Source: an optimization exercise on an open RTL-to-GDS flow (aim: small area). Production flows keep margins and buffers that such runs may drop.
Function was checked by simulation only, so behaviour that the tests miss may differ from the original.
No activity file was given, so power comes from the tool's default toggle rates.

## red
## parking
module parking (clk, rst, car_entered, car_exited, is_uni_car_entered, is_uni_car_exited,
 uni_parked_car, parked_car, uni_vacated_space, vacated_space, uni_is_vacated_space, is_vacated_space, t
);
Size: ~250 cells after synthesis, roughly 53 I/O pins, roughly 2000 um2 of cells after synthesis.
Settings: LEC_CHECK=0, CAP_MARGIN=20, CORE_MARGIN=2, CORE_UTILIZATION=40, SLEW_MARGIN=20; clock period 7.0 ns.
standard.sh (not shown) runs the stock make flow with config.mk's settings and CLKGATE_MAP_FILE= SYNTH_SCRIPT=/design/flow/synth_recipe.tcl, a recipe that flattens the netlist after the stock synthesis.
==> flow/flow/run.sh <==
#!/bin/bash
# Own layout flow: the standard synthesis, then its combinational logic
# re-mapped for area by ABC (flip-flops untouched), then the standard ORFS
# layout with minimum-size port buffers.
set -euo pipefail
W=$PWD
F=$W/flow
RES=$W/orfs/results/$FLOW_PLATFORM/parking/base
LIB=$FLOW_HOME/platforms/$FLOW_PLATFORM/lib/sky130_fd_sc_hd__tt_025C_1v80.lib
YOSYS=$FLOW_HOME/../tools/install/yosys/bin/yosys
[[ -x $YOSYS ]] || YOSYS=yosys

bash standard.sh synth > $W/1_synth_standard.log 2>&1
cp $RES/1_2_yosys.v $W/standard_synth.v

sed -e "s#@LIB@#$LIB#g" -e "s#@IN@#$W/standard_synth.v#g" -e "s#@TOP@#$FLOW_TOP#g" \
    -e "s#@ABC@#$F/reopt.abc#g" -e "s#@OUT@#$W/reopt.v#g" $F/reopt.ys > $W/reopt.ys
$YOSYS -s $W/reopt.ys > $W/1_reopt_yosys.log 2>&1

cp $W/reopt.v $RES/1_2_yosys.v
rm -f $RES/1_synth.odb $RES/1_synth.sdc
bash standard.sh "BUFFER_PORTS_ARGS=-buffer_cell sky130_fd_sc_hd__buf_1" finish > $W/2_layout.log 2>&1
==> flow/flow/reopt.abc <==
&get -n
&st
&deepsyn -J 100 -T 900
&dch -f
&nf -a
&put
topo
==> flow/flow/reopt.ys <==
# Re-maps the combinational logic of the standard synthesis netlist for area.
# The flip-flop cells (and their instance names) are kept as they are.
read_liberty -ignore_miss_func @LIB@
blackbox sky130_fd_sc_hd__df* sky130_fd_sc_hd__sdf* sky130_fd_sc_hd__edf* sky130_fd_sc_hd__dl* sky130_fd_sc_hd__sedf* sky130_fd_sc_hd__conb*
read_verilog @IN@
hierarchy -top @TOP@
flatten
opt_clean -purge
stat -liberty @LIB@
abc -liberty @LIB@ -dont_use *probe* -dont_use *lpflow* -script @ABC@
opt_clean -purge
setundef -zero
hilomap -singleton -hicell sky130_fd_sc_hd__conb_1 HI -locell sky130_fd_sc_hd__conb_1 LO
splitnets
opt_clean -purge
stat -liberty @LIB@
read_liberty -lib -ignore_miss_func @LIB@
check -assert
write_verilog -noattr -noexpr -nohex -nodec @OUT@
red went all the way through the flow, and no timing, DRC or antenna check failed.
> inputs changed (red -> blue)
diff --git a/flow/flow/run.sh b/flow/flow/run.sh
--- a/flow/flow/run.sh
+++ b/flow/flow/run.sh
@@ -20,3 +20,4 @@
 cp $W/reopt.v $RES/1_2_yosys.v
 rm -f $RES/1_synth.odb $RES/1_synth.sdc
-bash standard.sh "BUFFER_PORTS_ARGS=-buffer_cell sky130_fd_sc_hd__buf_1" finish > $W/2_layout.log 2>&1
+bash standard.sh "BUFFER_PORTS_ARGS=-buffer_cell sky130_fd_sc_hd__buf_1" \
+    "CTS_ARGS=-sink_clustering_enable -sink_clustering_size 30 -sink_clustering_max_diameter 500 -buf_list sky130_fd_sc_hd__clkbuf_8 -root_buf sky130_fd_sc_hd__clkbuf_8 -dont_use_dummy_load -repair_clock_nets" finish > $W/2_layout.log 2>&1
## What came out
- Summary of blue over red: logic gate share of total power went up 0.3 points, post-route cell area held, final worst slack comparable.

* * *

Another version of the RTL of parking (not shown whole).
Size in the first run: roughly 270 cells after synthesis.
Design parking, start of the top module:
module parking (clk, rst, car_entered, car_exited, is_uni_car_entered, is_uni_car_exited,
 uni_parked_car, parked_car, uni_vacated_space, vacated_space, uni_is_vacated_space, is_vacated_space, t
);
Settings: LEC_CHECK=0, CAP_MARGIN=20, CORE_MARGIN=2, CORE_UTILIZATION=40, SLEW_MARGIN=20; clock period 7.0 ns.
==> flow/flow/run.sh <==
#!/bin/bash
# Own layout flow: the standard synthesis, then its combinational logic
# re-mapped for area by ABC (flip-flops untouched), then the standard ORFS
# layout with minimum-size port buffers.
set -euo pipefail
W=$PWD
F=$W/flow
RES=$W/orfs/results/$FLOW_PLATFORM/parking/base
LIB=$FLOW_HOME/platforms/$FLOW_PLATFORM/lib/sky130_fd_sc_hd__tt_025C_1v80.lib
YOSYS=$FLOW_HOME/../tools/install/yosys/bin/yosys
[[ -x $YOSYS ]] || YOSYS=yosys

bash standard.sh synth > $W/1_synth_standard.log 2>&1
cp $RES/1_2_yosys.v $W/standard_synth.v

# ABC's deepsyn is run from a few random seeds in parallel; the smallest
# result is kept.
for S in 1 2 3 4 5 6 7 8 9 10 11 12; do
  sed "s/@SEED@/$S/" $F/reopt.abc > $W/reopt_$S.abc
  sed -e "s#@LIB@#$LIB#g" -e "s#@IN@#$W/standard_synth.v#g" -e "s#@TOP@#$FLOW_TOP#g" \
      -e "s#@ABC@#$W/reopt_$S.abc#g" -e "s#@OUT@#$W/reopt_$S.v#g" $F/reopt.ys > $W/reopt_$S.ys
  $YOSYS -s $W/reopt_$S.ys > $W/1_reopt_yosys_$S.log 2>&1 &
  (( S % 4 )) || wait
done
wait
best=; best_area=
for S in 1 2 3 4 5 6 7 8 9 10 11 12; do
  a=$(grep "Chip area" $W/1_reopt_yosys_$S.log | tail -1 | awk '{print $NF}')
  [[ -n $a && -s $W/reopt_$S.v ]] || continue
  if [[ -z $best ]] || awk -v a=$a -v b=$best_area 'BEGIN{exit !(a<b)}'; then best=$S; best_area=$a; fi
done
[[ -n $best ]]
echo "seed $best area $best_area" > $W/reopt_choice.txt
cp $W/reopt_$best.v $W/reopt.v

cp $W/reopt.v $RES/1_2_yosys.v
rm -f $RES/1_synth.odb $RES/1_synth.sdc
bash standard.sh "BUFFER_PORTS_ARGS=-buffer_cell sky130_fd_sc_hd__buf_1" \
    "CTS_ARGS=-sink_clustering_enable -repair_clock_nets -root_buf sky130_fd_sc_hd__clkbuf_16 -buf_list sky130_fd_sc_hd__clkbuf_16" \
    finish > $W/2_layout.log 2>&1
==> flow/flow/reopt.abc <==
&get -n
&st
&deepsyn -J 100 -T 300 -S @SEED@
&put
dch -f
amap -m -F 50 -A 100 -C 1000
topo
Scripts as last shown in full above: flow/flow/reopt.ys
Then changed:
==> flow/flow/run.sh (replaced) <==
#!/bin/bash
# Own layout flow: the standard synthesis, then its combinational logic
# re-mapped for area by ABC (flip-flops untouched), then the standard ORFS
# layout with minimum-size port buffers.
set -euo pipefail
W=$PWD
F=$W/flow
RES=$W/orfs/results/$FLOW_PLATFORM/parking/base
LIB=$FLOW_HOME/platforms/$FLOW_PLATFORM/lib/sky130_fd_sc_hd__tt_025C_1v80.lib
YOSYS=$FLOW_HOME/../tools/install/yosys/bin/yosys
[[ -x $YOSYS ]] || YOSYS=yosys

bash standard.sh synth > $W/1_synth_standard.log 2>&1
cp $RES/1_2_yosys.v $W/standard_synth.v

# ABC's deepsyn is run from several random seeds, with two choice
# computations (reopt.abc, reopt_r.abc), four at a time; the smallest result
# is kept.
RUNS=
for S in $(seq 1 16); do RUNS="$RUNS $S:reopt $S:reopt_r"; done
n=0
for R in $RUNS; do
  S=${R%%:*}; A=${R#*:}; K=${A}_$S
  sed "s/@SEED@/$S/" $F/$A.abc > $W/$K.abc
  sed -e "s#@LIB@#$LIB#g" -e "s#@IN@#$W/standard_synth.v#g" -e "s#@TOP@#$FLOW_TOP#g" \
      -e "s#@ABC@#$W/$K.abc#g" -e "s#@OUT@#$W/$K.v#g" $F/reopt.ys > $W/$K.ys
  $YOSYS -s $W/$K.ys > $W/1_yosys_$K.log 2>&1 &
  n=$((n + 1))
  (( n % 4 )) || wait
done
wait
best=; best_area=
for R in $RUNS; do
  S=${R%%:*}; A=${R#*:}; K=${A}_$S
  a=$(grep "Chip area" $W/1_yosys_$K.log | tail -1 | awk '{print $NF}')
  [[ -n $a && -s $W/$K.v ]] || continue
  if [[ -z $best ]] || awk -v a=$a -v b=$best_area 'BEGIN{exit !(a<b)}'; then best=$K; best_area=$a; fi
done
[[ -n $best ]]
echo "$best area $best_area" > $W/reopt_choice.txt
cp $W/$best.v $W/reopt.v

cp $W/reopt.v $RES/1_2_yosys.v
rm -f $RES/1_synth.odb $RES/1_synth.sdc
bash standard.sh "BUFFER_PORTS_ARGS=-buffer_cell sky130_fd_sc_hd__buf_1" finish > $W/2_layout.log 2>&1
==> flow/flow/reopt_r.abc (new file) <==
&get -n
&st
&deepsyn -J 100 -T 300 -S @SEED@
&put
dch -f -r
amap -m -F 50 -A 100 -C 1000
topo
What happened:
- The new run finished clean
- critical path depth stays the same
- fmax came out higher by 0.35%
- non-clock buffer count stays the same
- wire length is about the same
Then changed:
==> flow/flow/run.sh (replaced) <==
#!/bin/bash
# Own layout flow: the standard synthesis, then its combinational logic
# re-mapped for area by ABC (flip-flops untouched), then the standard ORFS
# layout with minimum-size port buffers.
set -euo pipefail
W=$PWD
F=$W/flow
RES=$W/orfs/results/$FLOW_PLATFORM/parking/base
LIB=$FLOW_HOME/platforms/$FLOW_PLATFORM/lib/sky130_fd_sc_hd__tt_025C_1v80.lib
YOSYS=$FLOW_HOME/../tools/install/yosys/bin/yosys
[[ -x $YOSYS ]] || YOSYS=yosys

bash standard.sh synth > $W/1_synth_standard.log 2>&1
cp $RES/1_2_yosys.v $W/standard_synth.v

# ABC's deepsyn is run from a few random seeds in parallel; the smallest
# result is kept.
for S in 1 2 3 4 5 6 7 8 9 10 11 12; do
  sed "s/@SEED@/$S/" $F/reopt.abc > $W/reopt_$S.abc
  sed -e "s#@LIB@#$LIB#g" -e "s#@IN@#$W/standard_synth.v#g" -e "s#@TOP@#$FLOW_TOP#g" \
      -e "s#@ABC@#$W/reopt_$S.abc#g" -e "s#@OUT@#$W/reopt_$S.v#g" $F/reopt.ys > $W/reopt_$S.ys
  $YOSYS -s $W/reopt_$S.ys > $W/1_reopt_yosys_$S.log 2>&1 &
  (( S % 4 )) || wait
done
wait
best=; best_area=
for S in 1 2 3 4 5 6 7 8 9 10 11 12; do
  a=$(grep "Chip area" $W/1_reopt_yosys_$S.log | tail -1 | awk '{print $NF}')
  [[ -n $a && -s $W/reopt_$S.v ]] || continue
  if [[ -z $best ]] || awk -v a=$a -v b=$best_area 'BEGIN{exit !(a<b)}'; then best=$S; best_area=$a; fi
done
[[ -n $best ]]
echo "seed $best area $best_area" > $W/reopt_choice.txt
cp $W/reopt_$best.v $W/reopt.v

cp $W/reopt.v $RES/1_2_yosys.v
rm -f $RES/1_synth.odb $RES/1_synth.sdc
bash standard.sh "BUFFER_PORTS_ARGS=-buffer_cell sky130_fd_sc_hd__buf_1" finish > $W/2_layout.log 2>&1
removed: flow/flow/reopt_r.abc
After rerunning:
- The changed run completed with no timing, DRC or antenna violations
- wire length does not change
- fmax stays the same
- flip-flop and latch count is unchanged
- worst setup slack stays the same
- first-iteration DRC count is unchanged
- global-route usage is unchanged

port drivers added, routing unchanged:
The flow's constraints put no driver on any port. The routed layouts listed below were extracted and timed again, unchanged, in two steps. Step 1: set_driving_cell puts a clkbuf_16 on clk and a buf_2 on each other input, an assumption about the parent block. Step 2 times the ports against the registers' clock, not the clock port: input delays grow and output delays shrink by t, the midpoint of the rising clock arrivals with the driver on. Three values: ideal ports, drivers, drivers and shift; two values: the first two.
| run | shift t [ns] | slack for setup (ns) | latest minus earliest clock arrival (ns) | slew at the worst register clock pin (ns) | pins driven straight from the clock port |
|---|---|---|---|---|---|
| red | 0.297 | 1.211 / 1.184 / 1.481 | 0.005 / 0.005 | 0.09 / 0.09 | 1 |
| blue | 0.289 | 1.212 / 1.185 / 1.474 | 0.013 / 0.013 | 0.09 / 0.09 | 1 |
| the first run of note 2 | 0.291 | 1.214 / 1.183 / 1.475 | 0.006 / 0.007 | 0.06 / 0.06 | 1 |
| the second run of note 2 | 0.295 | 1.234 / 1.208 / 1.503 | 0.008 / 0.008 | 0.09 / 0.09 | 1 |
| the third run of note 2 | 0.295 | 1.234 / 1.208 / 1.503 | 0.008 / 0.008 | 0.09 / 0.09 | 1 |
After both steps setup and hold are still met in every run listed.
